This is an optimization exercise on Yosys and OpenROAD, whose aim is small area, not a production implementation.
RTL that was checked went through simulation tests only; none was proved equivalent to the original.
Only the layout flow was run in runs 1 and 6; the RTL was not checked for function there.

<file path="design/flow/config.mk">
export PLATFORM = sky130hd
export DESIGN_NAME = VM
export DESIGN_NICKNAME = VM
export VERILOG_FILES = /design/flow/design.v
export SDC_FILE = /design/flow/constraint.sdc
export NUM_CORES = 4
export LEC_CHECK = 0
export CAP_MARGIN = 5
export CORE_MARGIN = 2
export CORE_UTILIZATION = 65
export GPL_TIMING_DRIVEN = 0
export PLACE_DENSITY = 0.8
export SLEW_MARGIN = 5
</file>
<file path="design/flow/constraint.sdc">
create_clock -name core_clock -period 12.0 [get_ports {i_clk}]
set_input_delay 2.4000 -clock core_clock [delete_from_list [all_inputs] [get_ports {i_clk}]]
set_output_delay 2.4000 -clock core_clock [all_outputs]
set_load 0.01 [all_outputs]
</file>
<file path="design/flow/design.v">
module VM ( i_product,
            i_money,
            i_buy,
            i_clk,
            i_rst_n,
            o_product,
            o_change,
            o_busy,
            o_no_change,
            o_strobe,
            o_need_more_money,
            o_future_change,
            o_empty);
input          i_clk, i_rst_n;
input   [3:0]  i_product;
input   [15:0] i_money;
input          i_buy;
output     [3:0]  o_product;
output reg [20:0] o_change;
output     [20:0] o_future_change;
output            o_busy;
output            o_no_change;
output            o_strobe;
output            o_need_more_money;
output            o_empty;
localparam PRICE = 100;
localparam S_START  = 3'b000;
localparam S_NOCH   = 3'b001;
localparam S_EMPTY  = 3'b010;
localparam S_CHOOSE = 3'b100;
localparam S_WAIT   = 3'b101;
localparam S_CALC   = 3'b110;
localparam S_PAY    = 3'b111;
reg [2:0] state, next_state;
reg [3:0] sold [1:10];
reg [4:0] cnt [0:14];
reg [20:0] money;
reg [20:0] future_change;
reg [3:0]  code_product;
reg [3:0]  chg;                
function [15:0] denom;
  input integer k;
  case (k)
    0:  denom = 16'd50000;
    1:  denom = 16'd20000;
    2:  denom = 16'd10000;
    3:  denom = 16'd5000;
    4:  denom = 16'd2000;
    5:  denom = 16'd1000;
    6:  denom = 16'd500;
    7:  denom = 16'd200;
    8:  denom = 16'd100;
    9:  denom = 16'd50;
    10: denom = 16'd25;
    11: denom = 16'd10;
    12: denom = 16'd5;
    13: denom = 16'd2;
    default: denom = 16'd1;
  endcase
endfunction
function ge_c;
  input [20:0] x;
  input [20:0] k;
  integer j;
  reg r;
  begin
    r = 1'b1;
    for (j = 0; j < 21; j = j + 1)
      r = k[j] ? (x[j] & r) : (x[j] | r);
    ge_c = r;
  end
endfunction
wire st_choose = (state == S_CHOOSE);
wire st_wait   = (state == S_WAIT);
wire st_calc   = (state == S_CALC);
wire st_pay    = (state == S_PAY);
integer i;
reg [10:1] soldout;
reg        empty;
always @* begin
  empty = 1'b1;
  for (i = 1; i <= 10; i = i + 1) begin
    soldout[i] = sold[i][3] & sold[i][1];    
    empty = empty & soldout[i];
  end
end
reg [10:1] sel_prod;
reg        prod_ok;
always @* begin
  prod_ok = 1'b0;
  for (i = 1; i <= 10; i = i + 1) begin
    sel_prod[i] = (i_product == i);
    prod_ok = prod_ok | (sel_prod[i] & ~soldout[i]);
  end
end
reg [14:0] avail, grant, nz, hit, upd;
reg [15:0] dsel;
reg [3:0]  gidx;
reg        seen;
always @* begin
  seen = 1'b0;
  dsel = st_calc ? PRICE[15:0] : 16'd0;
  gidx = 4'd0;
  for (i = 0; i < 15; i = i + 1) begin
    nz[i]    = (cnt[i] != 5'd22);
    hit[i]   = (i_money == denom(i));
    avail[i] = st_pay & ge_c(money, {5'd0, denom(i)}) & nz[i];
    grant[i] = avail[i] & ~seen;
    seen = seen | avail[i];
    if (grant[i]) begin
      dsel = dsel | denom(i);
      gidx = gidx | (i + 1);
    end
    upd[i] = (st_wait & hit[i]) | grant[i];
  end
end
reg [4:0] csel;
always @* begin
  csel = 5'd0;
  for (i = 0; i < 15; i = i + 1)
    csel = csel | ({5{upd[i]}} & cnt[i]);
end
wire [4:0] cx = csel ^ {5{~st_wait}};
wire [4:0] cnew = csel ^ {&cx[3:0], &cx[2:0], &cx[1:0], cx[0], 1'b1};
wire        sub = ~st_wait;
wire [20:0] op  = st_wait ? {5'd0, i_money} : ~{5'd0, dsel};
wire [20:0] next_money;
wire [11:0] cl;
wire [5:0]  c0, c1;
wire [15:11] s0, s1;
assign cl[0] = sub;
assign c0[0] = 1'b0;
assign c1[0] = 1'b1;
genvar g;
generate
  for (g = 0; g < 11; g = g + 1) begin : g_lo
    assign next_money[g] = money[g] ^ op[g] ^ cl[g];
    assign cl[g+1] = (money[g] & op[g]) | (cl[g] & (money[g] ^ op[g]));
  end
  for (g = 11; g < 16; g = g + 1) begin : g_mid
    assign s0[g] = money[g] ^ op[g] ^ c0[g-11];
    assign c0[g-10] = (money[g] & op[g]) | (c0[g-11] & (money[g] ^ op[g]));
    assign s1[g] = money[g] ^ op[g] ^ c1[g-11];
    assign c1[g-10] = (money[g] & op[g]) | (c1[g-11] & (money[g] ^ op[g]));
  end
endgenerate
assign next_money[15:11] = ({5{cl[11]}} & s1) | ({5{~cl[11]}} & s0);
wire c16 = (cl[11] & c1[5]) | (~cl[11] & c0[5]);
wire [4:0] hi = money[20:16];
wire [4:0] hx = hi ^ {5{sub}};
wire [4:0] hpm = hi ^ {&hx[3:0], &hx[2:0], &hx[1:0], hx[0], 1'b1};    
assign next_money[20:16] = (c16 ^ sub) ? hpm : hi;
wire up_sel0 = c0[5] ^ sub;
wire up_sel1 = c1[5] ^ sub;
wire up_z0   = up_sel0 ? ~|hpm : ~|hi;
wire up_z1   = up_sel1 ? ~|hpm : ~|hi;
wire hi_z0   = ~|s0 & up_z0;                        
wire hi_z1   = ~|s1 & up_z1;                        
wire hi_z    = (cl[11] & hi_z1) | (~cl[11] & hi_z0);
wire paid_off = ~|money[20:16] & (money[15:0] == dsel);
wire enough   = ~hi_z | (|next_money[10:7]) | ge_c({14'd0, next_money[6:0]}, PRICE);
wire one_empty = ~nz[14];
assign o_busy            = state[2];
assign o_need_more_money = st_wait & ~enough;
assign o_strobe          = (st_pay & paid_off) | (state == S_NOCH);
assign o_no_change       = (state == S_NOCH);
assign o_empty           = (state == S_EMPTY);
assign o_product         = code_product;
assign o_future_change   = future_change;
always @* begin
  o_change = 21'd0;
  for (i = 0; i < 15; i = i + 1)
    if (chg == i + 1) o_change = {5'd0, denom(i)};
end
always @* begin
  next_state = state;
  case (state)
    S_START:  if (empty) next_state = S_EMPTY;
              else if (i_buy) next_state = S_CHOOSE;
    S_CHOOSE: if (prod_ok) next_state = S_WAIT;
    S_WAIT:   if (enough) next_state = S_CALC;
    S_CALC:   next_state = S_PAY;
    S_PAY:    if (paid_off) next_state = S_START;
              else if (one_empty) next_state = S_NOCH;
    S_NOCH:   next_state = S_START;
    default:  ;
  endcase
end
always @(posedge i_clk or negedge i_rst_n) begin
  if (!i_rst_n) begin
    state         <= S_START;
    money         <= 21'd0;
    future_change <= 21'd0;
    code_product  <= 4'd0;
    chg           <= 4'd0;
  end else begin
    state <= next_state;
    money <= next_money;
    if (st_calc) future_change <= next_money;
    if (st_choose) code_product <= i_product;
    chg <= gidx;
  end
end
generate
  for (g = 1; g <= 10; g = g + 1) begin : g_prod
    wire tp = st_choose & sel_prod[g] & ~soldout[g];
    always @(posedge i_clk or negedge i_rst_n)
      if (!i_rst_n) sold[g] <= 4'd0;
      else sold[g] <= sold[g] ^ ({4{tp}} & {&sold[g][2:0], &sold[g][1:0], sold[g][0], 1'b1});
  end
  for (g = 0; g < 15; g = g + 1) begin : g_cnt
    always @(posedge i_clk or negedge i_rst_n)
      if (!i_rst_n) cnt[g] <= 5'd0;
      else if (upd[g]) cnt[g] <= cnew;
  end
endgenerate
endmodule
</file>
<file path="design/flow/flow/run.sh">
#!/bin/bash
# Own layout flow: the standard layout (standard.sh), with
#  - an area-oriented ABC script for the combinational logic and no quick ABC pass inside
#    Yosys's synth (registers are mapped as in the standard synthesis, before ABC runs, so
#    they keep their names and cells),
#  - the smallest buffer on each input and output port,
#  - a clock tree without dummy loads.
# Each tool's full output is in orfs/logs/; make's output is in flow.log here.
set -euo pipefail
W=$PWD
F=$W/flow
# synth_recipe.tcl with Yosys's quick ABC pass inside synth skipped (-noabc), so that the
# full adders are extracted from the RTL's own adder structure, and ABC's final mapping run
# with the area script.
{
  cat <<EOT
proc abc {args} {
  set i [lsearch -exact \$args -script]
  if {\$i >= 0} { lset args [expr {\$i + 1}] $F/abc_area.script }
  yosys abc {*}\$args
}
EOT
  sed 's/yosys synth -nofsm -noshare /yosys synth -nofsm -noshare /' "$W/synth_recipe.tcl"
} > "$W/own_synth.tcl"
CTS="-sink_clustering_enable -repair_clock_nets -dont_use_dummy_load"
[[ -f $F/cts_args ]] && CTS=$(cat "$F/cts_args")
bash "$W/standard.sh" "SYNTH_SCRIPT=$W/own_synth.tcl" \
  "BUFFER_PORTS_ARGS=-buffer_cell sky130_fd_sc_hd__buf_1" \
  "CTS_ARGS=$CTS" finish > "$W/flow.log" 2>&1
</file>
<file path="design/flow/flow/abc_area.script">
strash
&get -n
&st
&synch2
&if -K 6 -a
&mfs
&st
&synch2
&if -K 6 -a
&mfs
&st
&dch -f
&nf -R 1000
&put
topo
dnsize -c
</file>
<file path="design/flow/flow/cts_args">
-sink_clustering_enable -repair_clock_nets -dont_use_dummy_load -buf_list sky130_fd_sc_hd__clkbuf_8 -sink_clustering_size 24 -sink_clustering_max_diameter 120
</file>
<file path="design/flow/standard.sh">
#!/bin/bash
# synth_recipe.tcl (not shown) runs the flow's synth.tcl, then flattens the netlist and writes it again
# the make line also repeats each setting of config.mk as NAME=value (left out here)
make -C /OpenROAD-flow-scripts/flow DESIGN_CONFIG=/design/flow/config.mk WORK_HOME=/design/flow/orfs CLKGATE_MAP_FILE= SYNTH_SCRIPT=/design/flow/synth_recipe.tcl "${@:-finish}"
</file>
==> results of run 1 <==
==> sequential cells by signal (all words and copies together) (netlist names) <==
register / flops
code_product: 4
sold: 40
state: 3
cnt: 75
chg: 4
money: 21
future_change: 21
==> worst reg2reg max path, delay by kind of cell, from the launching register on <==
family / cells / cell delay [ns]
buf+inv: 6 / 0.47
compound gates: 6 / 1.93
simple gates: 12 / 3.02
flops: 1 / 0.44
fa+ha+maj: 11 / 3.60
==> per-layer routing <==
layer / GRT usage (%) / up-vias / routed length, um
met1: 43.4 / 3702 / 9530
met4: 11.4 / 0 / 592
met2: 48.3 / 354 / 10300
met3: 7.19 / 56 / 1690
li1: - / 3507 / -
met5: 0 / - / 0
==> cells in the mapped netlist (4+ instances only) <==
cell type    n  area, um2
dfrtp_1    168       4200
nor2_1     111        417
nand2_1     93        349
a21oi_1     61        305
o21ai_0     47        235
nand3_1     45        225
clkinv_1    44        165
xor2_1      31        272
xnor2_1     27        236
nor3_1      22        110
mux2_1      20        225
fa_1        19        380
nand4_1     16        100
mux2i_1     15        150
nand4b_1    15        131
ha_1        12        150
nand2b_1    12       75.1
a31oi_1     11       68.8
o31ai_1     11       82.6
a41o_1      10        100
and3_1      10       62.6
nor2b_1     10       62.6
a222oi_1     9       90.1
nor4_1       8       50.1
o21a_1       8       60.1
a221oi_1     7       61.3
or2_0        7       43.8
or3_1        6       37.5
or4_1        6       45.0
a221o_1      5       50.1
buf_4        5       37.5
o22ai_1      5       31.3
a211oi_1     4       30.0
o21bai_1     4       30.0
==> layout make-up <==
| cell class | count | area (um2) |
|---|---|---|
| repair buffers | 75 | 359 |
| fillers | 1036 | 3470 |
| multi-input cells | 707 | 4660 |
| diodes | 1 | 2.50 |
| well taps | 176 | 220 |
| inverters | 44 | 165 |
| clock buffers | 17 | 234 |
| flip-flops and latches | 168 | 4200 |
| plain buffers | 5 | 37.5 |
==> cells by family after synthesis <==
family                     after synthesis  synth area share [%]
AOI/OAI and AO/OA                      204                  14.8
xor gates and xnor gates                58                  5.67
adders and majority gates               31                  5.92
buffers and inverters                   49                  2.26
DFF                                    168                  46.9
muxes                                   35                  4.19
other                                    1                0.0418
and+or+nand+nor                        374                  20.2
==> stage by stage <==
step                      setup WS [ns]  hold slack, ns  std cells
after floorplan                    1.59           0.428        924
after global placement            0.594           0.447       1168
after detailed placement          0.454           0.455       1175
after CTS                        0.0233           0.475       1192
after global routing             0.0314           0.491       1193
final                             0.473           0.471       1193
==> worst max path at each step <==
stage | startpoint | end | slack, ns | cells after the start
2_1_floorplan | money[16] | o_need_more_money | 1.59 | 31
3_3_place_gp | money[16] | o_need_more_money | 0.59 | 34
3_5_place_dp | money[16] | o_need_more_money | 0.45 | 34
4_1_cts | money[16] | o_need_more_money | 0.02 | 31
5_1_grt | money[16] | o_need_more_money | 0.03 | 32
6_report | money[16] | o_need_more_money | 0.47 | 32
==> repair_timing <==
action                     4_1_cts  5_1_grt
setup buffers                    0        0
pin swaps                        0        0
gates resized for setup          1        8
setup endpoints to repair        1        1
==> reports/qor.csv, run 1 <==
stage;metric;value;unit
yosys;ys_async_sr_fraction;100;%
yosys;yosys_warnings;3;
placement;port_buffers;68;
timing;setup_tns;0;ns
floorplanning;die-area;14700;um2
timing;worstMarginPinSlew;1.22;ns
timing;finalHoldViolCount;0;
finish;final_cell_mix;dfrtp_1, nor2_1, nand2_1, buf_1, a21oi_1;
clock_tree;cts_buffer_depth;2;
yosys;ys_ff_latch;168;
critical_path;worstSetupPathType;reg2out;
timing;max_freq;0.0868;GHz
floorplanning;fp.dieW;121;um
worst_hold_path;holdPathStages;1;
critical_path;cp_max_fo;8;
critical_path;slowest_delay;0.63;ns
finish;final_area;9880;um2
placement;place_area;9580;um2
route;drc;0;
route;vias;7619;
critical_path;crit_buf_inv;7;
clock_tree;htree_levels;4;
yosys;syn_avg_cell_area;9.74;um2
global_route;antenna_found_initial;1;
critical_path;cpMaxStageDelayCell;or4_4;
global_route;grt_pass1_vias;7087;
timing;grt_setup_unrepaired;false;
worst_hold_path;hold_path.class;reg2reg;
yosys;syn_area;8960;um2
critical_path;crit_path_start_kind;flip-flop;
yosys;ys_seq_area_share;46.9;%
worst_hold_path;min_to;sold[9][3];
timing;slew_viol_final;0;
floorplanning;core_area;13300;um2
clock_tree;cts-root-buf;clkbuf_8;
clock_tree;cts_tree;done;
timing;maxSlewHeadroom;18.7;%
yosys;synthFlopType;dfrtp_1;
timing;timing.final.setup_violations;0;
placement;place.gp.congestion;1.01;
critical_path;cp-end-kind;primary output;
clock_tree;cts_sinks;168;
yosys;post_synth_num_cell_types;55;
placement;hpwl;16800;um
timing;clock_skew;0.0308;ns
status;outcome;no timing/DRC/antenna violations;
route;routed_wl;22100;um
clock_tree;cts_buffers;17;
finish;fin_util;74.0;%
timing;fin_crit;11.53;ns
finish;nNetsFinal;1072;
critical_path;critPathTopFamily;adder cells;
clock_tree;cts-hold-fix-buffers;0;
critical_path;reg2reg_setup_slack;2.40;ns
route;dr.pass1.iters;6;
critical_path;crit_arrival;9.13;ns
critical_path;crit_path_frequent_cell;fa_1;
clock_tree;clk_latency;0.46;ns
route;wl_per_cell;18.5;um
job;drv_cap;0;
route;vias_per_cell;6.39;
floorplanning;die_h;121;um
clock_tree;clkSlewWorstSetupHoldPaths;0.08;ns
timing;period_share;96.1;%
route;drt_iter0_markers;692;
critical_path;required;9.60;ns
worst_hold_path;min-delay-start;sold[9][3];
floorplanning;io_pins;74;
finish;final_common_cell;dfrtp_1;
critical_path;r2r_start;money[16];
critical_path;r2r_cells;35;
floorplanning;initial_core_util;67.1;%
global_route;grtUsageTotal;31.2;%
global_route;grt.overflow.total;0;
finish;layout-drive-gt1-share;4.43;%
global_route;grt_pass1_wl;35100;um
yosys;synth_edf_count;0;
route;ant_nets;0;
yosys;synth_cells;920;
floorplanning;rows;42;
critical_path;r2r-end;state[2];
finish;area_growth;10.2;%
global_route;grt_max_degree;40;
==> run 2: changes to the inputs <==
--- a/design/flow/design.v
+++ b/design/flow/design.v
@@ -157,7 +157,7 @@
 wire hi_z0   = ~|s0 & up_z0;                        
 wire hi_z1   = ~|s1 & up_z1;                        
 wire hi_z    = (cl[11] & hi_z1) | (~cl[11] & hi_z0);
-wire paid_off = ~|money[20:16] & (money[15:0] == dsel);
+wire paid_off = hi_z & ~|next_money[10:0];
 wire enough   = ~hi_z | (|next_money[10:7]) | ge_c({14'd0, next_money[6:0]}, PRICE);
 wire one_empty = ~nz[14];
 assign o_busy            = state[2];
--- a/design/flow/flow/run.sh
+++ b/design/flow/flow/run.sh
@@ -24,6 +24,9 @@
 } > "$W/own_synth.tcl"
 CTS="-sink_clustering_enable -repair_clock_nets -dont_use_dummy_load"
 [[ -f $F/cts_args ]] && CTS=$(cat "$F/cts_args")
+# further make variables, one per line
+EXTRA=()
+if [[ -f $F/make_args ]]; then mapfile -t EXTRA < "$F/make_args"; fi
 bash "$W/standard.sh" "SYNTH_SCRIPT=$W/own_synth.tcl" \
   "BUFFER_PORTS_ARGS=-buffer_cell sky130_fd_sc_hd__buf_1" \
-  "CTS_ARGS=$CTS" finish > "$W/flow.log" 2>&1
+  "CTS_ARGS=$CTS" "${EXTRA[@]}" finish > "$W/flow.log" 2>&1
==> design/flow/flow/make_args (new file) <==
RECOVER_POWER=100
==> reports/qor.csv, run 2 <==
stage;metric;value;unit;change
status;outcome;finished with violations;;
status;check-failures;max-capacitance violations, max-slew violations;;
finish;instances_no_fill;1188;;-0.42%
timing;max_freq;0.0866;GHz;-0.20%
yosys;synth_mux_area_share;3.38;%;-0.81 points
yosys;synthSimpleGateAreaFrac;20.9;%;+0.76 points
global_route;antenna_found_initial;0;;-1
timing;period_share;96.2;%;+0.19 points
finish;antenna_cells;0;;-1
timing;slew_viol_final;201;;+201
finish;nNetsFinal;1068;;-0.37%
critical_path;r2r_start;money[4];;
critical_path;r2r_cells;41;;+17%
route;routed_wl;20900;um;-5.2%
yosys;synth_area_leader_cell;dfrtp_1;;
clock_tree;cts-root-buf;clkbuf_8;;
yosys;syn_avg_cell_area;9.68;um2;-0.65%
timing;timing.final.setup_violations;0;;unchanged
worst_hold_path;min_to;sold[6][3];;
route;dr.pass1.iters;6;;unchanged
placement;dp_cells;1168;;-0.60%
route;drc;0;;unchanged
clock_tree;cts-hold-fix-buffers;0;;unchanged
route;vias;7490;;-1.7%
yosys;post_synth_num_cell_types;53;;-3.6%
floorplanning;die_h;121;um;-0.63%
finish;largest_reg_flops;75;;unchanged
clock_tree;cts_sinks;168;;unchanged
clock_tree;cts_buffers;17;;unchanged
floorplanning;io_pins;74;;unchanged
floorplanning;initial_core_util;66.8;%;-0.35 points
floorplanning;core_area;13200;um2;-0.79%
route;ant_nets;0;;unchanged
global_route;grt_pass1_wl;33900;um;-3.5%
timing;setup_tns;0;ns;unchanged
worst_hold_path;hold_path.class;reg2reg;;
critical_path;required;9.60;ns;about the same
route;wl_per_cell;17.6;um;-4.8%
timing;worstMarginPinSlew;1.96;ns;+0.749 ns
critical_path;worstSetupPathType;reg2out;;
finish;top_regs;cnt (75), sold (40);;
yosys;syn_area;8850;um2;-1.3%
yosys;synth_edf_count;0;;unchanged
timing;clock_skew;0.0340;ns;+0.00313 ns
global_route;grt_max_degree;40;;unchanged
yosys;ys_ff_latch;168;;unchanged
critical_path;cpMaxStageDelayCell;fa_1;;
timing;fin_crit;11.55;ns;+0.0225 ns
critical_path;crit_arrival;9.15;ns;+0.02 ns
finish;fin_util;72.8;%;-1.3 points
floorplanning;fp.dieW;121;um;-0.63%
placement;place.gp.congestion;0.959;;-5.3%
placement;port_buffers;68;;unchanged
yosys;yosys.area.top_type_share;47.5;%;+0.62 points
worst_hold_path;holdPathStages;1;;unchanged
timing;maxSlewHeadroom;-31.0;%;-50 points
clock_tree;htree_levels;4;;unchanged
critical_path;crit_path_frequent_cell;fa_1;;
timing;finalHoldViolCount;0;;unchanged
critical_path;cp-end-kind;primary output;;
placement;hpwl;15700;um;-6.5%
placement;place_area;9460;um2;-1.3%
critical_path;slowest_delay;0.44;ns;-0.19 ns
global_route;grt_pass1_vias;6719;;-5.2%
finish;largest-register;cnt;;
finish;layout-drive-gt1-share;3.16;%;-1.3 points
clock_tree;clk_latency;0.46;ns;about the same
yosys;synth_top_family_by_area;simple AND/OR/NAND/NOR gates;;
route;drt_iter0_markers;746;;+7.8%
global_route;grt.overflow.total;0;;unchanged
critical_path;crit_path_start_kind;flip-flop;;
yosys;yosys_warnings;3;;unchanged
yosys;synth_cells;914;;-0.65%
yosys;synth_fa_ha_area_share;6.00;%;+0.078 points
floorplanning;die-area;14600;um2;-1.3%
clock_tree;clkSlewWorstSetupHoldPaths;0.08;ns;about the same
clock_tree;cts_buffer_depth;2;;unchanged
clock_tree;cts_tree;done;;
finish;final_area;9640;um2;-2.5%
floorplanning;rows;42;;unchanged
yosys;yosysMostFrequentCell;dfrtp_1;;
finish;area_growth;8.94;%;
yosys;synth_area_leaders;dfrtp_1, nor2_1, fa_1;;
finish;fillCellCount;1044;;+0.77%
yosys;synth_compound_area_share;14.9;%;+0.054 points
critical_path;cp_max_fo;6;;-2
yosys;synth_xor_area_share;4.85;%;-0.82 points
finish;final_common_cell;dfrtp_1;;
yosys;synthTopCellsByCount;dfrtp_1, nor2_1, nand2_1;;
yosys;ys_seq_area_share;47.5;%;+0.62 points
critical_path;reg2reg_setup_slack;2.46;ns;+0.06 ns
global_route;grtUsageTotal;30.0;%;-1.2 points
finish;final_cell_mix;dfrtp_1, nor2_1, nand2_1, a21oi_1, buf_1;;
yosys;synthFlopType;dfrtp_1;;
route;vias_per_cell;6.30;;-1.3%
job;drv_cap;8;;+8
yosys;ys_async_sr_fraction;100;%;unchanged
critical_path;r2r-end;state[2];;
worst_hold_path;min-delay-start;sold[6][3];;
## run 2: cell types whose count changed in the layout (fill, tap and decap cells not counted), sizes merged, moves of 8 or more
cell | previous run | this run
a21oi | 61 | 71
a31oi | 11 | 3
buf | 80 | 68
clkbuf | 17 | 31
nand3 | 45 | 30
nor3 | 22 | 31
## run 2: worst max-delay path by stage
stage                          start  endpoint  slack, ns
after floorplan           i_money[0]  o_strobe       1.62
after global placement      state[2]  o_strobe       0.49
after detailed placement    state[2]  o_strobe       0.40
after CTS                   money[5]  o_strobe       0.12
after global routing        money[4]  o_strobe     -0.004
final                       money[4]  o_strobe       0.45
## run 2: critical path, delay by kind of cell, from the launching register on
family                   cells  cell delay, ns
buffers and inverters        6            0.62
flip-flops                   1            0.41
AO/OA/AOI/OAI                6            0.99
AND/OR/NAND/NOR             15            2.64
adder cells (fa/ha/maj)     11            4.03
## run 2: kinds of logic after synthesis
family                     after synthesis
and+or+nand+nor                        383
AOI/OAI and AO/OA                      203
DFF                                    168
buffers and inverters                   51
xor gates and xnor gates                49
adders and majority gates               31
muxes                                   28
other                                    1
## run 2: through the flow
step / worst slack (ns) / hold WS [ns]
finish: 0.450 / 0.472
global route: -0.00438 / 0.485
CTS: 0.116 / 0.474
detailed placement: 0.403 / 0.458
global placement: 0.492 / 0.449
floorplan: 1.62 / 0.436
## run 2: timing repair
item / 4_1_cts / 5_1_grt
setup endpoints to repair: 2 / 2
resized for setup: 2 / 8
gates cloned: 0 / 0
pin swaps: 0 / 1
buffers inserted: 0 / 3
## run 2: cell type report
class | count | area [um2] | share of cell area [%]
inverter | 46 | 173 | 1.79
multi-input combinational | 699 | 4470 | 46.4
sequential | 168 | 4210 | 43.6
clock buffer | 17 | 234 | 2.43
tap | 176 | 220 | 2.29
timing repair buffer | 77 | 297 | 3.08
buffer | 5 | 37.5 | 0.390
## run 2: routing by layer
metal / GRT usage [%] / vias up / part of all wire, %
li1: - / 3509 / -
met1: 43.3 / 3612 / 44
met2: 44.5 / 324 / 46
met3: 7.03 / 45 / 7.7
met4: 11.1 / 0 / 2.6
met5: 0 / - / 0
==> run 3: changes to the inputs <==
==> design/flow/flow/abc_area.script (replaced) <==
strash
&get -n
&st
&synch2
&if -K 6 -a
&mfs
&st
&synch2
&if -K 6 -a
&mfs
&st
&dch -f
&put
amap
topo
dnsize -c
removed: design/flow/flow/make_args
==> reports/qor.csv, run 3 <==
stage;metric;value;unit;change
floorplanning;die-area;14500;um2;-0.31%
critical_path;worstSetupPathType;reg2out;;
yosys;synthTopCellsByCount;clkinv_1, dfrtp_1, nor2_1;;
finish;top_regs;cnt (75), sold (40);;
yosys;syn_area;8820;um2;-0.33%
global_route;grt_pass1_vias;7642;;+14%
clock_tree;cts_tree;done;;
yosys;synth_cells;996;;+9.0%
yosys;synth_area_leader_cell;dfrtp_1;;
global_route;grt_pass1_wl;37600;um;+11%
critical_path;required;9.60;ns;about the same
critical_path;crit_path_frequent_cell;fa_2;;
route;dr.pass1.iters;8;;+2
finish;final_cell_mix;clkinv_1, dfrtp_1, nor2_1, a21oi_1, buf_1;;
clock_tree;clk_latency;0.47;ns;about the same
floorplanning;die_h;120;um;-0.16%
critical_path;crit_buf_inv;6;;unchanged
timing;maxSlewHeadroom;22.2;%;+53 points
route;drt_iter0_markers;748;;+0.27%
finish;layout-drive-gt1-share;8.36;%;+5.2 points
timing;worst_slack;0.280;ns;-0.170 ns
timing;worstMarginPinSlew;1.14;ns;-0.827 ns
timing;timing.final.setup_violations;0;;unchanged
finish;fillCellCount;969;;-7.2%
timing;slew_viol_final;0;;-100%
finish;area_growth;13.8;%;
timing;finalHoldViolCount;0;;unchanged
global_route;met1_usage;46.9;%;+3.5 points
finish;fin_util;75.8;%;+3.0 points
critical_path;cpMaxStageDelayCell;or4_4;;
critical_path;crit_arrival;9.32;ns;+0.17 ns
status;outcome;no timing/DRC/antenna violations;;
route;drc;0;;unchanged
global_route;grtUsageTotal;33.1;%;+3.2 points
floorplanning;rows;42;;unchanged
finish;nNetsFinal;1169;;+9.5%
yosys;yosysMostFrequentCell;clkinv_1;;
global_route;use_met2;51.0;%;+6.5 points
floorplanning;initial_core_util;66.6;%;-0.22 points
critical_path;r2r_start;money[19];;
finish;antenna_cells;0;;unchanged
floorplanning;core_area;13200;um2;unchanged
yosys;yosys.area.top_type_share;47.7;%;+0.16 points
critical_path;cp_max_fo;5;;-1
global_route;grt_max_degree;41;;+2.5%
worst_hold_path;hold_path.class;reg2reg;;
global_route;use_met3;6.60;%;-0.42 points
placement;place.gp.congestion;1.02;;+6.6%
global_route;grt.overflow.total;0;;unchanged
clock_tree;cts_sinks;168;;unchanged
timing;whs;0.477;ns;+0.00568 ns
clock_tree;clkSlewWorstSetupHoldPaths;0.08;ns;about the same
placement;hpwl;16900;um;+7.7%
critical_path;crit_path_start_kind;flip-flop;;
global_route;antenna_found_initial;0;;unchanged
route;vias;7940;;+6.0%
finish;multi_input_area;4150;um2;-7.2%
clock_tree;htree_levels;4;;unchanged
timing;fin_crit;11.72;ns;+0.170 ns
floorplanning;io_pins;74;;unchanged
yosys;yosys_warnings;3;;unchanged
timing;clock_skew;0.0217;ns;-0.0122 ns
yosys;synth_area_leaders;dfrtp_1, clkinv_1, nor2_1;;
yosys;synthFlopType;dfrtp_1;;
route;ant_nets;0;;unchanged
timing;max_freq;0.0853;GHz;-1.4%
yosys;ys_ff_latch;168;;unchanged
yosys;post_synth_num_cell_types;47;;-11%
yosys;syn_avg_cell_area;8.85;um2;-8.5%
global_route;top_usage_layer;met2;;
job;drv_cap;0;;-8
timing;period_share;97.7;%;+1.4 points
clock_tree;cts_buffers;17;;unchanged
floorplanning;fp.dieW;120;um;-0.16%
yosys;ys_async_sr_fraction;100;%;unchanged
route;vias_per_cell;6.16;;-2.3%
route;wl_per_cell;17.6;um;-0.26%
finish;largest_reg_flops;75;;unchanged
critical_path;critPathTopFamily;adder cells;;
route;routed_wl;22600;um;+8.2%
placement;port_buffers;68;;unchanged
yosys;synth_edf_count;0;;unchanged
finish;final_common_cell;clkinv_1;;
placement;post-place-ws;-0.741;ns;-1.14 ns
worst_hold_path;min-delay-start;cnt[1][0];;
yosys;ys_seq_area_share;47.7;%;+0.16 points
finish;register_area;4200;um2;about the same
critical_path;slowest_delay;0.51;ns;+0.07 ns
clock_tree;cts_buffer_depth;2;;unchanged
critical_path;cp-end-kind;primary output;;
finish;largest-register;cnt;;
critical_path;crit_start;money[19];;
clock_tree;cts-root-buf;clkbuf_8;;
[run 3: cell count changes after synthesis, moves of 15 or more]
cell | previous run | this run
nand2_1 | 97 | 61
clkinv_1 | 46 | 174
mux2_1 | 15 | 0
xor2_1 | 27 | 0
nor2_1 | 114 | 130
xnor2_1 | 22 | 0
o22ai_1 | 4 | 45
[run 3: worst reg2reg max path: cells and delay by family, from the launching register on]
kind                       cells  cell delay, ns
DFF                            1            0.43
AOI/OAI and AO/OA              9            1.78
and+or+nand+nor               19            3.34
buffers and inverters          7            0.80
adders and majority gates     11            3.72
[run 3: final timing paths]
| path | to | slack [ns] | cells past startpoint |
|---|---|---|---|
| max | o_need_more_money | 0.28 | 40 |
| min | cnt[1][0] | 0.48 | 1 |
| max reg2reg | state[0] | 1.79 | 46 |
| min reg2reg | cnt[1][0] | 0.48 | 1 |
| max in group asynchronous | cnt[4][0] | 9.18 | 3 |
| min in group asynchronous | sold[8][3] | 1.94 | 1 |
[run 3: through the flow]
step	instances	area, um2	TNS [ns]
final	1289	10000	0
after global routing	1289	10000	-0.0591
after CTS	1280	9880	0
after detailed placement	1254	9480	-1.40
after global placement	1244	9310	-1.14
after floorplan	1000	8830	0
[run 3: per-layer routing]
metal  vias to the layer above  wire, um
met2                       345     10500
met4                         0       602
met5                         -         0
li1                       3777         -
met3                        56      1710
met1                      3762      9870
[run 3: cells by family after synthesis]
group | after synthesis | synth area share (%)
AND/OR/NAND/NOR | 340 | 18.1
AO/OA/AOI/OAI | 277 | 20.3
other | 1 | 0.0425
adder cells (fa/ha/maj) | 31 | 6.02
buffers and inverters | 179 | 7.83
flip-flops | 168 | 47.7
[run 3: what timing repair did]
| action | 4_1_cts | 5_1_grt |
|---|---|---|
| pin swaps | 7 | 17 |
| hold buffers | 0 | 0 |
| setup buffers | 9 | 8 |
| endpoints found under the setup margin | 2 | 2 |
| resized for setup | 23 | 23 |
[run 3: layout make-up]
type / count / area share, %
multi-input cells: 653 / 41.4
inverters: 174 / 6.54
plain buffers: 5 / 0.374
clock buffers: 17 / 2.33
flip-flops and latches: 168 / 41.9
well taps: 176 / 2.20
repair buffers: 96 / 5.30
==> run 4: changes to the inputs <==
==> design/flow/flow/abc_area.script (replaced) <==
strash
&get -n
&st
&synch2
&if -K 6 -a
&mfs
&st
&synch2
&if -K 6 -a
&mfs
&st
&dch -f
&nf -R 1000
&put
topo
dnsize -c
==> design/flow/flow/make_args (new file) <==
RECOVER_POWER=30
==> reports/qor.csv, run 4 <==
stage;metric;value;unit;change
status;outcome;finished with violations;;
status;check-failures;max-capacitance violations, max-slew violations;;
clock_tree;cts-hold-fix-buffers;0;;unchanged
timing;period_share;96.2;%;-1.5 points
clock_tree;clkSlewWorstSetupHoldPaths;0.08;ns;about the same
yosys;synth_cells;914;;-8.2%
yosys;syn_avg_cell_area;9.68;um2;+9.3%
timing;setup_tns;0;ns;unchanged
finish;nNetsFinal;1068;;-8.6%
yosys;yosysMostFrequentCell;dfrtp_1;;
floorplanning;initial_core_util;66.8;%;+0.22 points
finish;final_common_cell;dfrtp_1;;
finish;final_cell_mix;dfrtp_1, nor2_1, nand2_1, a21oi_1, buf_1;;
yosys;synthTopCellsByCount;dfrtp_1, nor2_1, nand2_1;;
timing;timing.final.setup_violations;0;;unchanged
yosys;yosys.area.top_type_share;47.5;%;-0.16 points
critical_path;cp_max_fo;6;;+1
clock_tree;cts_buffers;17;;unchanged
placement;place.gp.congestion;0.959;;-6.2%
global_route;grt_max_degree;40;;-2.4%
route;ant_nets;0;;unchanged
global_route;antenna_found_initial;0;;unchanged
worst_hold_path;hold_path.class;reg2reg;;
route;drc;0;;unchanged
finish;antenna_cells;0;;unchanged
timing;clock_skew;0.0342;ns;+0.0125 ns
finish;multi_input_area;4520;um2;+9.0%
route;vias;7485;;-5.7%
floorplanning;core_area;13200;um2;unchanged
yosys;synth_area_leaders;dfrtp_1, nor2_1, fa_1;;
floorplanning;fp.dieW;121;um;+0.16%
critical_path;slowest_delay;0.43;ns;-0.08 ns
global_route;grtUsageTotal;30.0;%;-3.2 points
timing;whs;0.471;ns;-0.00574 ns
finish;area_growth;9.79;%;
critical_path;crit_path_frequent_cell;fa_1;;
timing;finalHoldViolCount;0;;unchanged
critical_path;crit_arrival;9.14;ns;-0.18 ns
yosys;synthFlopType;dfrtp_1;;
yosys;synth_area_leader_cell;dfrtp_1;;
finish;top_regs;cnt (75), sold (40);;
floorplanning;io_pins;74;;unchanged
route;drt_iter0_markers;676;;-9.6%
floorplanning;die-area;14600;um2;+0.32%
placement;hpwl;15700;um;-7.1%
clock_tree;htree_levels;4;;unchanged
critical_path;cp-end-kind;primary output;;
yosys;ys_async_sr_fraction;100;%;unchanged
yosys;syn_area;8850;um2;+0.33%
finish;fillCellCount;1027;;+6.0%
timing;worstMarginPinSlew;2.05;ns;+0.917 ns
critical_path;cpMaxStageDelayCell;fa_1;;
clock_tree;clk_latency;0.46;ns;about the same
clock_tree;cts_buffer_depth;2;;unchanged
job;drv_cap;3;;+3
clock_tree;cts_sinks;168;;unchanged
yosys;ys_ff_latch;168;;unchanged
finish;fin_util;73.3;%;-2.4 points
global_route;grt.overflow.total;0;;unchanged
route;vias_per_cell;6.30;;+2.3%
timing;fin_crit;11.54;ns;-0.180 ns
yosys;synth_edf_count;0;;unchanged
yosys;yosys_warnings;3;;unchanged
critical_path;required;9.60;ns;about the same
timing;maxSlewHeadroom;-37.0;%;-59 points
finish;register_area;4210;um2;about the same
finish;final_area;9710;um2;-3.2%
finish;largest-register;cnt;;
yosys;post_synth_num_cell_types;53;;+13%
floorplanning;die_h;121;um;+0.16%
finish;layout-drive-gt1-share;4.25;%;-4.1 points
route;dr.pass1.iters;6;;-2
route;routed_wl;20900;um;-7.7%
placement;port_buffers;68;;unchanged
yosys;ys_seq_area_share;47.5;%;-0.16 points
floorplanning;rows;42;;unchanged
route;wl_per_cell;17.6;um;+0.16%
critical_path;crit_path_start_kind;flip-flop;;
critical_path;worstSetupPathType;reg2out;;
clock_tree;cts-root-buf;clkbuf_8;;
timing;slew_viol_final;114;;+114
finish;largest_reg_flops;75;;unchanged
placement;place_area;9460;um2;-0.22%
clock_tree;cts_tree;done;;
global_route;grt_pass1_vias;6719;;-12%
global_route;grt_pass1_wl;33900;um;-9.7%
timing;max_freq;0.0867;GHz;+1.6%
-- run 4: cell count changes after synthesis, sizes merged, moves of 12 or more --
cell,delta
o22ai,-41
mux2,+15
clkinv,-128
xnor2,+22
nand4b,+13
nor2,-16
mux2i,+13
nand2,+36
xor2,+27
o22a,-14
nand2b,+12
-- run 4: layout make-up --
type                    count  share of cell area, %
clock buffers              17                   2.41
inverters                  46                   1.78
plain buffers               5                  0.386
repair buffers             77                   3.31
flip-flops and latches    168                   43.3
multi-input cells         699                   46.5
well taps                 176                   2.27
-- run 4: worst max-delay path, delay by kind of cell, from the launching register on --
| kind | cells | cell delay (ns) |
|---|---|---|
| AO/OA/AOI/OAI | 6 | 0.98 |
| adder cells (fa/ha/maj) | 11 | 4.03 |
| buffers and inverters | 6 | 0.61 |
| flip-flops | 1 | 0.40 |
| AND/OR/NAND/NOR | 15 | 2.66 |
-- run 4: logic make-up (layout without fill, tap and decap cells) --
group | Yosys count | after routing | share of synthesized area (%)
flops | 168 | 168 | 47.5
mux | 28 | 28 | 3.38
fa+ha+maj | 31 | 31 | 6.00
xor+xnor | 49 | 49 | 4.85
buf+inv | 51 | 145 | 2.38
simple gates | 383 | 383 | 20.9
compound gates | 203 | 203 | 14.9
other cells | 1 | 5 | 0.0424
-- run 4: stage by stage --
stage,std cells,worst slack [ns]
after floorplan,918,1.62
after global placement,1162,0.492
after detailed placement,1168,0.403
after CTS,1185,0.116
after global routing,1188,-0.0184
final,1188,0.460
-- run 4: path summary, 6_finish.rpt --
check	start	slack, ns	cells past startpoint	to
max in group asynchronous	i_rst_n	5.66	3	cnt[13][3]
worst min-delay path	sold[6][3]	0.47	1	sold[6][3]
worst max-delay path	money[4]	0.46	38	o_strobe
worst min register to register	sold[6][3]	0.47	1	sold[6][3]
worst max register to register	money[4]	2.47	41	state[2]
min in group asynchronous	i_rst_n	2.25	1	future_change[20]
-- run 4: layer usage --
layer | track usage, % | wire (um)
met1 | 43.3 | 9180
met2 | 44.5 | 9420
met3 | 7.03 | 1740
met4 | 11.1 | 569
met5 | 0 | 0
-- run 4: what timing repair did --
action / 4_1_cts / 5_1_grt
gates cloned: 0 / 0
resized for setup: 2 / 8
setup endpoints to repair: 2 / 2
setup buffers: 0 / 3
pin swaps: 0 / 1
==> run 5: changes to the inputs <==
--- a/design/flow/flow/run.sh
+++ b/design/flow/flow/run.sh
@@ -27,6 +27,7 @@
 # further make variables, one per line
 EXTRA=()
 if [[ -f $F/make_args ]]; then mapfile -t EXTRA < "$F/make_args"; fi
+if [[ -f $F/post_grt.tcl ]]; then EXTRA+=("POST_GLOBAL_ROUTE_TCL=$F/post_grt.tcl"); fi
 bash "$W/standard.sh" "SYNTH_SCRIPT=$W/own_synth.tcl" \
   "BUFFER_PORTS_ARGS=-buffer_cell sky130_fd_sc_hd__buf_1" \
   "CTS_ARGS=$CTS" "${EXTRA[@]}" finish > "$W/flow.log" 2>&1
==> design/flow/flow/make_args (replaced) <==
RECOVER_POWER=100
==> design/flow/flow/post_grt.tcl (new file) <==
# After power recovery (which downsizes gates off the critical paths), fix any slew or
# capacitance limit it broke, then legalize and reroute the touched nets.
global_route -start_incremental
repair_design -verbose -slew_margin $::env(SLEW_MARGIN) -cap_margin $::env(CAP_MARGIN)
detailed_placement
global_route -end_incremental
estimate_parasitics -global_routing
==> reports/qor.csv, run 5 <==
stage;metric;value;unit;change
timing;clock_skew;0.0342;ns;+0.0000124 ns
finish;nNetsFinal;1070;;+0.19%
floorplanning;fp.dieW;121;um;unchanged
floorplanning;rows;42;;unchanged
yosys;synthSimpleGateAreaFrac;20.9;%;unchanged
clock_tree;cts_tree;done;;
clock_tree;clkSlewWorstSetupHoldPaths;0.08;ns;about the same
placement;hpwl;15700;um;unchanged
yosys;synth_compound_area_share;14.9;%;unchanged
yosys;synth_xor_area_share;4.85;%;unchanged
clock_tree;clk_latency;0.46;ns;about the same
yosys;synth_area_leaders;dfrtp_1, nor2_1, fa_1;;
finish;largest_reg_flops;75;;unchanged
finish;multi_input_area;4520;um2;unchanged
route;drt_iter0_markers;680;;+0.59%
timing;slew_viol_final;0;;-100%
yosys;syn_area;8850;um2;unchanged
placement;port_buffers;68;;unchanged
yosys;synthFlopType;dfrtp_1;;
global_route;grt_max_degree;40;;unchanged
yosys;synth_fa_ha_area_share;6.00;%;unchanged
yosys;ys_async_sr_fraction;100;%;unchanged
status;outcome;no timing/DRC/antenna violations;;
yosys;syn_avg_cell_area;9.68;um2;unchanged
yosys;synth_area_leader_cell;dfrtp_1;;
critical_path;cp_max_fo;6;;unchanged
critical_path;cp-end-kind;primary output;;
global_route;grt_pass1_wl;33900;um;unchanged
global_route;grt_pass1_vias;6719;;unchanged
critical_path;slowest_delay;0.44;ns;about the same
job;drv_cap;0;;-3
worst_hold_path;hold_path.class;reg2reg;;
timing;timing.final.setup_violations;0;;unchanged
yosys;ys_seq_area_share;47.5;%;unchanged
route;drc;0;;unchanged
placement;dp_cells;1168;;unchanged
clock_tree;cts-hold-fix-buffers;0;;unchanged
critical_path;crit_path_start_kind;flip-flop;;
route;vias_per_cell;6.30;;about the same
timing;maxSlewHeadroom;13.0;%;+50 points
timing;worstMarginPinSlew;1.29;ns;-0.763 ns
floorplanning;core_area;13200;um2;unchanged
clock_tree;cts_sinks;168;;unchanged
finish;area_growth;10.0;%;
global_route;grtUsageTotal;30.0;%;unchanged
finish;fin_util;73.5;%;+0.16 points
yosys;synth_mux_area_share;3.38;%;unchanged
critical_path;crit_arrival;9.13;ns;about the same
global_route;grt.overflow.total;0;;unchanged
floorplanning;die-area;14600;um2;unchanged
clock_tree;cts_buffers;17;;unchanged
global_route;antenna_found_initial;0;;unchanged
floorplanning;io_pins;74;;unchanged
finish;final_common_cell;dfrtp_1;;
critical_path;worstSetupPathType;reg2out;;
timing;whs;0.472;ns;+0.0000220 ns
floorplanning;die_h;121;um;unchanged
timing;finalHoldViolCount;0;;unchanged
clock_tree;cts_buffer_depth;2;;unchanged
critical_path;cpMaxStageDelayCell;fa_1;;
critical_path;required;9.60;ns;about the same
yosys;synthTopCellsByCount;dfrtp_1, nor2_1, nand2_1;;
timing;fin_crit;11.53;ns;-0.00900 ns
yosys;synth_edf_count;0;;unchanged
timing;max_freq;0.0867;GHz;about the same
finish;instances_no_fill;1190;;+0.17%
finish;layout-drive-gt1-share;4.54;%;+0.29 points
critical_path;crit_path_frequent_cell;fa_1;;
timing;period_share;96.1;%;about the same
route;routed_wl;21000;um;+0.52%
route;wl_per_cell;17.7;um;+0.35%
yosys;synth_cells;914;;unchanged
finish;largest-register;cnt;;
clock_tree;cts-root-buf;clkbuf_8;;
yosys;yosys_warnings;3;;unchanged
clock_tree;postCtsSetupRepairBufs;0;;unchanged
finish;fillCellCount;1026;;-0.097%
finish;final_cell_mix;dfrtp_1, nor2_1, nand2_1, a21oi_1, buf_1;;
finish;top_regs;cnt (75), sold (40);;
yosys;yosys.area.top_type_share;47.5;%;unchanged
finish;register_area;4210;um2;unchanged
floorplanning;initial_core_util;66.8;%;unchanged
yosys;yosysMostFrequentCell;dfrtp_1;;
timing;setup_tns;0;ns;unchanged
clock_tree;htree_levels;4;;unchanged
yosys;post_synth_num_cell_types;53;;unchanged
clock_tree;post_cts_resize_count;2;;unchanged
placement;place.gp.congestion;0.959;;unchanged
yosys;synth_top_family_by_area;simple AND/OR/NAND/NOR gates;;
route;dr.pass1.iters;6;;unchanged
route;vias;7494;;+0.12%
yosys;ys_ff_latch;168;;unchanged
finish;antenna_cells;0;;unchanged
route;ant_nets;0;;unchanged
-- run 5: cell types whose count changed in the layout (fill, tap and decap cells not counted), sizes merged --
cell	change
buf	-5
clkbuf	+7
-- run 5: cell type report --
class | count | area share (%)
Clock buffer | 17 | 2.40
Multi-Input combinational cell | 699 | 46.4
Buffer | 5 | 0.386
Inverter | 46 | 1.77
Timing Repair Buffer | 79 | 3.52
Sequential cell | 168 | 43.2
Tap cell | 176 | 2.26
-- run 5: final timing paths --
path                       startpoint                end  slack, ns  depth (start not counted)
min reg2reg                sold[6][3]         sold[6][3]       0.47                          1
min                        sold[6][3]         sold[6][3]       0.47                          1
max in group asynchronous     i_rst_n          cnt[0][0]       8.00                          6
min in group asynchronous     i_rst_n  future_change[20]       1.96                          1
max                          money[4]           o_strobe       0.47                         38
max reg2reg                  money[4]           state[1]       2.46                         41
-- run 5: kinds of logic after synthesis --
group	count (synthesis)
and+or+nand+nor	383
xor gates and xnor gates	49
other	1
buffers and inverters	51
DFF	168
adders and majority gates	31
muxes	28
AOI/OAI and AO/OA	203
-- run 5: through the flow --
step                instance area, um2  worst slack [ns]
floorplan                         8860              1.62
global placement                  9340             0.492
detailed placement                9460             0.403
CTS                               9700             0.116
finish                            9730             0.469
-- run 5: layer usage --
layer  global-route usage [%]  wire length [um]  up-vias
met2                     44.5              9550      361
met5                        0                 0        -
met3                     7.03              1730       53
met4                     11.1               567        0
li1                         -                 -     3502
met1                     43.3              9170     3578
-- run 5: critical path: cells and delay by family, from the launching register on --
kind,cells,cell delay (ns)
adder cells (fa/ha/maj),11,4.03
AND/OR/NAND/NOR,15,2.66
AO/OA/AOI/OAI,6,0.99
buffers and inverters,6,0.61
flip-flops,1,0.40
==> run 6: changes to the inputs <==
--- a/design/flow/design.v
+++ b/design/flow/design.v
@@ -211,7 +211,10 @@
   for (g = 0; g < 15; g = g + 1) begin : g_cnt
     always @(posedge i_clk or negedge i_rst_n)
       if (!i_rst_n) cnt[g] <= 5'd0;
-      else if (upd[g]) cnt[g] <= cnew;
+      else begin
+        cnt[g][0] <= cnt[g][0] ^ upd[g];
+        if (upd[g]) cnt[g][4:1] <= cnew[4:1];
+      end
   end
 endgenerate
 endmodule
==> design/flow/flow/run.sh (replaced) <==
#!/bin/bash
# Own layout flow: the standard layout (standard.sh) with these changes:
#  - ABC maps the combinational logic with an area-oriented script (abc_area.script);
#    registers are mapped before ABC runs, as in the standard synthesis, so they keep
#    their names and cells;
#  - each input and output port gets the smallest buffer (buf_1);
#  - the clock tree uses clkbuf_8 and no dummy loads (cts_args);
#  - after global routing, power recovery downsizes gates off the critical paths and
#    post_grt.tcl then repairs any slew or capacitance limit that broke.
# Each tool's full output is in orfs/logs/; make's output is in flow.log here.
set -euo pipefail
W=$PWD
F=$W/flow
{
  cat <<EOT
proc abc {args} {
  set i [lsearch -exact \$args -script]
  if {\$i >= 0} { lset args [expr {\$i + 1}] $F/abc_area.script }
  yosys abc {*}\$args
}
EOT
  cat "$W/synth_recipe.tcl"
} > "$W/own_synth.tcl"
CTS="-sink_clustering_enable -repair_clock_nets -dont_use_dummy_load"
[[ -f $F/cts_args ]] && CTS=$(cat "$F/cts_args")
# further make variables, one per line
EXTRA=()
if [[ -f $F/make_args ]]; then mapfile -t EXTRA < "$F/make_args"; fi
if [[ -f $F/post_grt.tcl ]]; then EXTRA+=("POST_GLOBAL_ROUTE_TCL=$F/post_grt.tcl"); fi
bash "$W/standard.sh" "SYNTH_SCRIPT=$W/own_synth.tcl" \
  "BUFFER_PORTS_ARGS=-buffer_cell sky130_fd_sc_hd__buf_1" \
  "CTS_ARGS=$CTS" "${EXTRA[@]}" finish > "$W/flow.log" 2>&1
==> reports/qor.csv, run 6 <==
stage;metric;value;unit;change
timing;slew_viol_final;0;;unchanged
route;wl_per_cell;17.8;um;+1.0%
yosys;syn_area;8800;um2;-0.54%
clock_tree;clkSlewWorstSetupHoldPaths;0.07;ns;about the same
timing;clock_skew;0.0328;ns;-0.00135 ns
clock_tree;cts_buffers;17;;unchanged
yosys;yosys_warnings;3;;unchanged
yosys;yosysMostFrequentCell;dfrtp_1;;
global_route;grt_pass1_wl;34600;um;+2.1%
placement;hpwl;15500;um;-1.3%
clock_tree;cts-root-buf;clkbuf_8;;
route;ant_nets;0;;unchanged
timing;period_share;96.6;%;+0.56 points
floorplanning;die-area;14500;um2;-0.52%
clock_tree;clk_latency;0.46;ns;about the same
critical_path;crit_buf_inv;5;;-1
clock_tree;htree_levels;4;;unchanged
status;outcome;no timing/DRC/antenna violations;;
critical_path;cp_max_fo;5;;-1
yosys;synthFlopType;dfrtp_1;;
yosys;syn_avg_cell_area;9.84;um2;+1.7%
critical_path;crit_arrival;9.20;ns;+0.07 ns
finish;register_area;4210;um2;about the same
yosys;ys_seq_area_share;47.8;%;+0.26 points
clock_tree;cts_buffer_depth;2;;unchanged
finish;layout-drive-gt1-share;6.13;%;+1.6 points
yosys;synth_cells;894;;-2.2%
yosys;synth_edf_count;0;;unchanged
placement;dp_cells;1149;;-1.6%
global_route;grtUsageTotal;30.5;%;+0.56 points
placement;port_buffers;68;;unchanged
timing;worstMarginPinSlew;1.24;ns;-0.0530 ns
yosys;synth_area_leader_cell;dfrtp_1;;
critical_path;cpMaxStageDelayCell;or4_4;;
route;dr.pass1.iters;6;;unchanged
floorplanning;die_h;120;um;-0.26%
timing;finalHoldViolCount;0;;unchanged
finish;final_area;9750;um2;+0.17%
placement;place.gp.congestion;0.905;;-5.6%
finish;instances_no_fill;1171;;-1.6%
timing;whs;0.473;ns;+0.00170 ns
timing;fin_crit;11.60;ns;+0.0667 ns
placement;place_area;9410;um2;-0.52%
critical_path;worstSetupPathType;reg2out;;
finish;largest_reg_flops;75;;unchanged
critical_path;critPathTopFamily;adder cells;;
yosys;yosys.area.top_type_share;47.8;%;+0.26 points
finish;largest-register;cnt;;
global_route;grt.overflow.total;0;;unchanged
critical_path;required;9.60;ns;about the same
finish;fillCellCount;1017;;-0.88%
route;vias_per_cell;6.09;;-3.3%
floorplanning;io_pins;74;;unchanged
route;drc;0;;unchanged
floorplanning;fp.dieW;120;um;-0.26%
route;drt_iter0_markers;627;;-7.8%
global_route;grt_pass1_vias;7101;;+5.7%
finish;top_regs;cnt (75), sold (40);;
route;vias;7131;;-4.8%
critical_path;crit_path_frequent_cell;fa_1;;
floorplanning;core_area;13200;um2;unchanged
yosys;synth_area_leaders;dfrtp_1, nand2_1, fa_1;;
clock_tree;cts_tree;done;;
clock_tree;cts-hold-fix-buffers;0;;unchanged
yosys;ys_async_sr_fraction;100;%;unchanged
critical_path;crit_path_start_kind;flip-flop;;
timing;max_freq;0.0862;GHz;-0.58%
route;routed_wl;20900;um;-0.61%
timing;setup_tns;0;ns;unchanged
finish;antenna_cells;0;;unchanged
floorplanning;initial_core_util;66.4;%;-0.36 points
critical_path;slowest_delay;0.58;ns;+0.14 ns
yosys;ys_ff_latch;168;;unchanged
clock_tree;postCtsSetupRepairBufs;2;;+2
finish;multi_input_area;4470;um2;-1.2%
timing;timing.final.setup_violations;0;;unchanged
worst_hold_path;hold_path.class;reg2reg;;
clock_tree;post_cts_resize_count;8;;+6
finish;final_cell_mix;dfrtp_1, nand2_1, nor2_1, buf_1, o21ai_0;;
finish;fin_util;73.6;%;+0.12 points
finish;area_growth;10.8;%;
global_route;antenna_found_initial;0;;unchanged
clock_tree;cts_sinks;168;;unchanged
job;drv_cap;0;;unchanged
yosys;synthTopCellsByCount;dfrtp_1, nand2_1, nor2_1;;
global_route;grt_max_degree;40;;unchanged
timing;maxSlewHeadroom;16.8;%;+3.8 points
critical_path;cp-end-kind;primary output;;
yosys;post_synth_num_cell_types;56;;+5.7%
finish;nNetsFinal;1066;;-0.37%
floorplanning;rows;42;;unchanged
finish;final_common_cell;dfrtp_1;;
## run 6: cell count changes after synthesis, sizes merged, moves of 9 or more
cell    delta
a21oi     -32
nand2     +11
o21ai     +19
clkinv    +12
nor2      -21
ha        +15
nor3       -9
a22oi     +12
## run 6: logic make-up after synthesis
logic type               Yosys count  share of synthesized area (%)
adder cells (fa/ha/maj)           46                           8.16
AO/OA/AOI/OAI                    189                           13.8
multiplexers                      35                           4.22
flip-flops                       168                           47.8
XOR/XNOR                          37                           3.68
other                              1                         0.0426
AND/OR/NAND/NOR                  355                           19.4
buffers and inverters             63                           2.90
## run 6: path summary, 6_finish.rpt
check,startpoint,end,slack (ns),cells after the start
min in group asynchronous,i_rst_n,sold[2][2],1.99,1
setup reg to reg,money[17],state[2],2.63,35
setup / recovery,money[17],o_strobe,0.40,34
max in group asynchronous,i_rst_n,cnt[2][0],7.64,5
hold reg to reg,sold[6][3],sold[6][3],0.47,1
hold / removal,sold[6][3],sold[6][3],0.47,1
## run 6: layer usage
| metal | vias up | track usage (%) | wire length [um] |
|---|---|---|---|
| li1 | 3408 | - | - |
| met1 | 3435 | 42.6 | 9430 |
| met4 | 0 | 11.6 | 524 |
| met3 | 46 | 6.65 | 1240 |
| met2 | 242 | 47.5 | 9690 |
| met5 | - | 0 | 0 |
## run 6: cell type report
class / instances / share of cell area, %
Buffer: 5 / 0.385
Clock buffer: 17 / 2.40
Inverter: 58 / 2.23
Multi-Input combinational cell: 667 / 45.8
Sequential cell: 168 / 43.1
Tap cell: 176 / 2.26
Timing Repair Buffer: 80 / 3.76
## run 6: metrics by stage
stage | setup WS [ns]
after CTS | 0.0363
final | 0.402
after floorplan | 1.07
after global placement | -0.0174
after detailed placement | -0.104
## run 6: worst register-to-register path, delay by kind of cell (launching register included)
family / cells / cell delay (ns)
buffers and inverters: 5 / 0.47
DFF: 1 / 0.44
adders and majority gates: 11 / 3.99
and+or+nand+nor: 16 / 3.92
AOI/OAI and AO/OA: 3 / 0.39
==> run 7: changes to the inputs <==
--- a/design/flow/design.v
+++ b/design/flow/design.v
@@ -211,10 +211,7 @@
   for (g = 0; g < 15; g = g + 1) begin : g_cnt
     always @(posedge i_clk or negedge i_rst_n)
       if (!i_rst_n) cnt[g] <= 5'd0;
-      else begin
-        cnt[g][0] <= cnt[g][0] ^ upd[g];
-        if (upd[g]) cnt[g][4:1] <= cnew[4:1];
-      end
+      else if (upd[g]) cnt[g] <= cnew;
   end
 endgenerate
 endmodule
==> reports/qor.csv, run 7 <==
stage;metric;value;unit;change
yosys;synth_area_leaders;dfrtp_1, nor2_1, fa_1;;
global_route;grt_pass1_wl;33900;um;-2.1%
timing;clock_skew;0.0342;ns;+0.00135 ns
yosys;yosys_warnings;3;;unchanged
route;wl_per_cell;17.7;um;-0.99%
route;dr.pass1.iters;6;;unchanged
critical_path;cp-end-kind;primary output;;
clock_tree;clk_latency;0.46;ns;about the same
floorplanning;initial_core_util;66.8;%;+0.36 points
route;vias;7494;;+5.1%
timing;finalHoldViolCount;0;;unchanged
worst_hold_path;hold_path.class;reg2reg;;
finish;nNetsFinal;1070;;+0.38%
critical_path;cpMaxStageDelayCell;fa_1;;
timing;whs;0.472;ns;-0.00170 ns
yosys;ys_ff_latch;168;;unchanged
yosys;post_synth_num_cell_types;53;;-5.4%
placement;hpwl;15700;um;+1.3%
critical_path;crit_buf_inv;6;;+1
floorplanning;core_area;13200;um2;unchanged
floorplanning;io_pins;74;;unchanged
floorplanning;fp.dieW;121;um;+0.26%
finish;largest_reg_flops;75;;unchanged
floorplanning;die-area;14600;um2;+0.52%
timing;setup_tns;0;ns;unchanged
yosys;ys_seq_area_share;47.5;%;-0.26 points
critical_path;cp_max_fo;6;;+1
route;drt_iter0_markers;680;;+8.5%
finish;final_cell_mix;dfrtp_1, nor2_1, nand2_1, a21oi_1, buf_1;;
global_route;grt_max_degree;40;;unchanged
yosys;syn_avg_cell_area;9.68;um2;-1.7%
placement;port_buffers;68;;unchanged
yosys;yosysMostFrequentCell;dfrtp_1;;
route;drc;0;;unchanged
yosys;synth_edf_count;0;;unchanged
yosys;synth_cells;914;;+2.2%
yosys;yosys.area.top_type_share;47.5;%;-0.26 points
route;vias_per_cell;6.30;;+3.4%
finish;area_growth;10.0;%;
yosys;synthTopCellsByCount;dfrtp_1, nor2_1, nand2_1;;
timing;period_share;96.1;%;-0.56 points
clock_tree;post_cts_resize_count;2;;-6
yosys;synth_area_leader_cell;dfrtp_1;;
global_route;antenna_found_initial;0;;unchanged
finish;final_common_cell;dfrtp_1;;
clock_tree;cts-hold-fix-buffers;0;;unchanged
timing;slew_viol_final;0;;unchanged
critical_path;slowest_delay;0.44;ns;-0.14 ns
finish;antenna_cells;0;;unchanged
global_route;grt.overflow.total;0;;unchanged
clock_tree;cts_buffers;17;;unchanged
clock_tree;cts_buffer_depth;2;;unchanged
finish;layout-drive-gt1-share;4.54;%;-1.6 points
clock_tree;cts_sinks;168;;unchanged
critical_path;critPathTopFamily;adder cells;;
clock_tree;cts_tree;done;;
clock_tree;postCtsSetupRepairBufs;0;;-2
timing;timing.final.setup_violations;0;;unchanged
finish;largest-register;cnt;;
clock_tree;cts-root-buf;clkbuf_8;;
timing;max_freq;0.0867;GHz;+0.58%
finish;fillCellCount;1026;;+0.88%
global_route;grtUsageTotal;30.0;%;-0.56 points
job;drv_cap;0;;unchanged
yosys;syn_area;8850;um2;+0.54%
clock_tree;clkSlewWorstSetupHoldPaths;0.08;ns;about the same
critical_path;required;9.60;ns;about the same
finish;top_regs;cnt (75), sold (40);;
critical_path;worstSetupPathType;reg2out;;
yosys;synthFlopType;dfrtp_1;;
floorplanning;rows;42;;unchanged
route;ant_nets;0;;unchanged
global_route;grt_pass1_vias;6719;;-5.4%
timing;worstMarginPinSlew;1.29;ns;+0.0530 ns
critical_path;crit_path_start_kind;flip-flop;;
floorplanning;die_h;121;um;+0.26%
clock_tree;htree_levels;4;;unchanged
route;routed_wl;21000;um;+0.61%
placement;place.gp.congestion;0.959;;+5.9%
critical_path;crit_arrival;9.13;ns;-0.07 ns
timing;maxSlewHeadroom;13.0;%;-3.8 points
yosys;ys_async_sr_fraction;100;%;unchanged
timing;fin_crit;11.53;ns;-0.0667 ns
critical_path;crit_path_frequent_cell;fa_1;;
status;outcome;no timing/DRC/antenna violations;;
-- run 7: cell families after synthesis --
group | share of synthesized area, %
XOR/XNOR | 4.85
adder cells (fa/ha/maj) | 6.00
flip-flops | 47.5
AO/OA/AOI/OAI | 14.9
multiplexers | 3.38
AND/OR/NAND/NOR | 20.9
other | 0.0424
buffers and inverters | 2.38
-- run 7: cell type report --
type | count | area, um2 | area share [%]
Buffer | 5 | 37.5 | 0.386
Clock buffer | 17 | 234 | 2.40
Inverter | 46 | 173 | 1.77
Multi-Input combinational cell | 699 | 4520 | 46.4
Sequential cell | 168 | 4210 | 43.2
Tap cell | 176 | 220 | 2.26
Timing Repair Buffer | 79 | 343 | 3.52
-- run 7: worst paths after layout --
| path | from | to | depth (start not counted) | slack [ns] |
|---|---|---|---|---|
| hold reg to reg | sold[6][3] | sold[6][3] | 1 | 0.47 |
| setup / recovery | money[4] | o_strobe | 38 | 0.47 |
| setup reg to reg | money[4] | state[1] | 41 | 2.46 |
| min in group asynchronous | i_rst_n | future_change[20] | 1 | 1.96 |
| max in group asynchronous | i_rst_n | cnt[0][0] | 6 | 8.00 |
| hold / removal | sold[6][3] | sold[6][3] | 1 | 0.47 |
-- run 7: per-stage QoR --
| step | cell area, um2 | worst slack, ns | instances | util, % |
|---|---|---|---|---|
| 2_1_floorplan | 8860 | 1.62 | 918 | - |
| 4_1_cts | 9700 | 0.116 | 1185 | 73.2 |
| 3_5_place_dp | 9460 | 0.403 | 1168 | 71.4 |
| 3_3_place_gp | 9340 | 0.492 | 1162 | 70.5 |
| 6_report | 9730 | 0.469 | 1190 | 73.5 |
-- run 7: routing by layer --
metal  wire length (um)  up-vias  share of wire (%)  track usage [%]
li1                   -     3502                  -                -
met1               9170     3578                 44             43.3
met2               9550      361                 45             44.5
met3               1730       53                8.2             7.03
met4                567        0                2.7             11.1
met5                  0        -                  0                0

separate check: timing with driven ports:
Ports are ideal in the flow. The routed layouts listed here were re-timed in OpenROAD. Step 1 (the two cells are an assumption about what drives the block):
set clk [get_ports {i_clk}]
set_driving_cell -lib_cell sky130_fd_sc_hd__clkbuf_16 $clk
set_driving_cell -lib_cell sky130_fd_sc_hd__buf_2 [delete_from_list [all_inputs] $clk]
Step 2 also shifts input and output timing later by t, the mid clock arrival at the registers, as if the neighbouring blocks saw the same clock. Three values: ideal, step 1, step 2; two values: the first two.
| run | shift t [ns] | setup WS [ns] | worst hold slack (ns) | latest minus earliest clock arrival (ns) | worst register clock-pin slew, ns |
|---|---|---|---|---|---|
| run 1 | 0.489 | 0.473 / 0.435 / 0.924 | 0.471 / 0.471 / 0.471 | 0.036 / 0.036 | 0.10 / 0.10 |
| run 2 | 0.486 | 0.450 / 0.411 / 0.882 | 0.472 / 0.472 / 0.472 | 0.034 / 0.034 | 0.09 / 0.09 |
| run 3 | 0.493 | 0.280 / 0.242 / 0.735 | 0.477 / 0.477 / 0.477 | 0.022 / 0.022 | 0.08 / 0.08 |
| run 4 | 0.486 | 0.460 / 0.421 / 0.897 | 0.471 / 0.471 / 0.471 | 0.038 / 0.038 | 0.09 / 0.09 |
| run 5 | 0.480 | 0.469 / 0.430 / 0.894 | 0.472 / 0.472 / 0.472 | 0.036 / 0.036 | 0.09 / 0.09 |
| run 6 | 0.485 | 0.402 / 0.366 / 0.851 | 0.473 / 0.473 / 0.473 | 0.034 / 0.034 | 0.09 / 0.09 |
| run 7 | 0.480 | 0.469 / 0.430 / 0.894 | 0.472 / 0.472 / 0.472 | 0.036 / 0.036 | 0.09 / 0.09 |
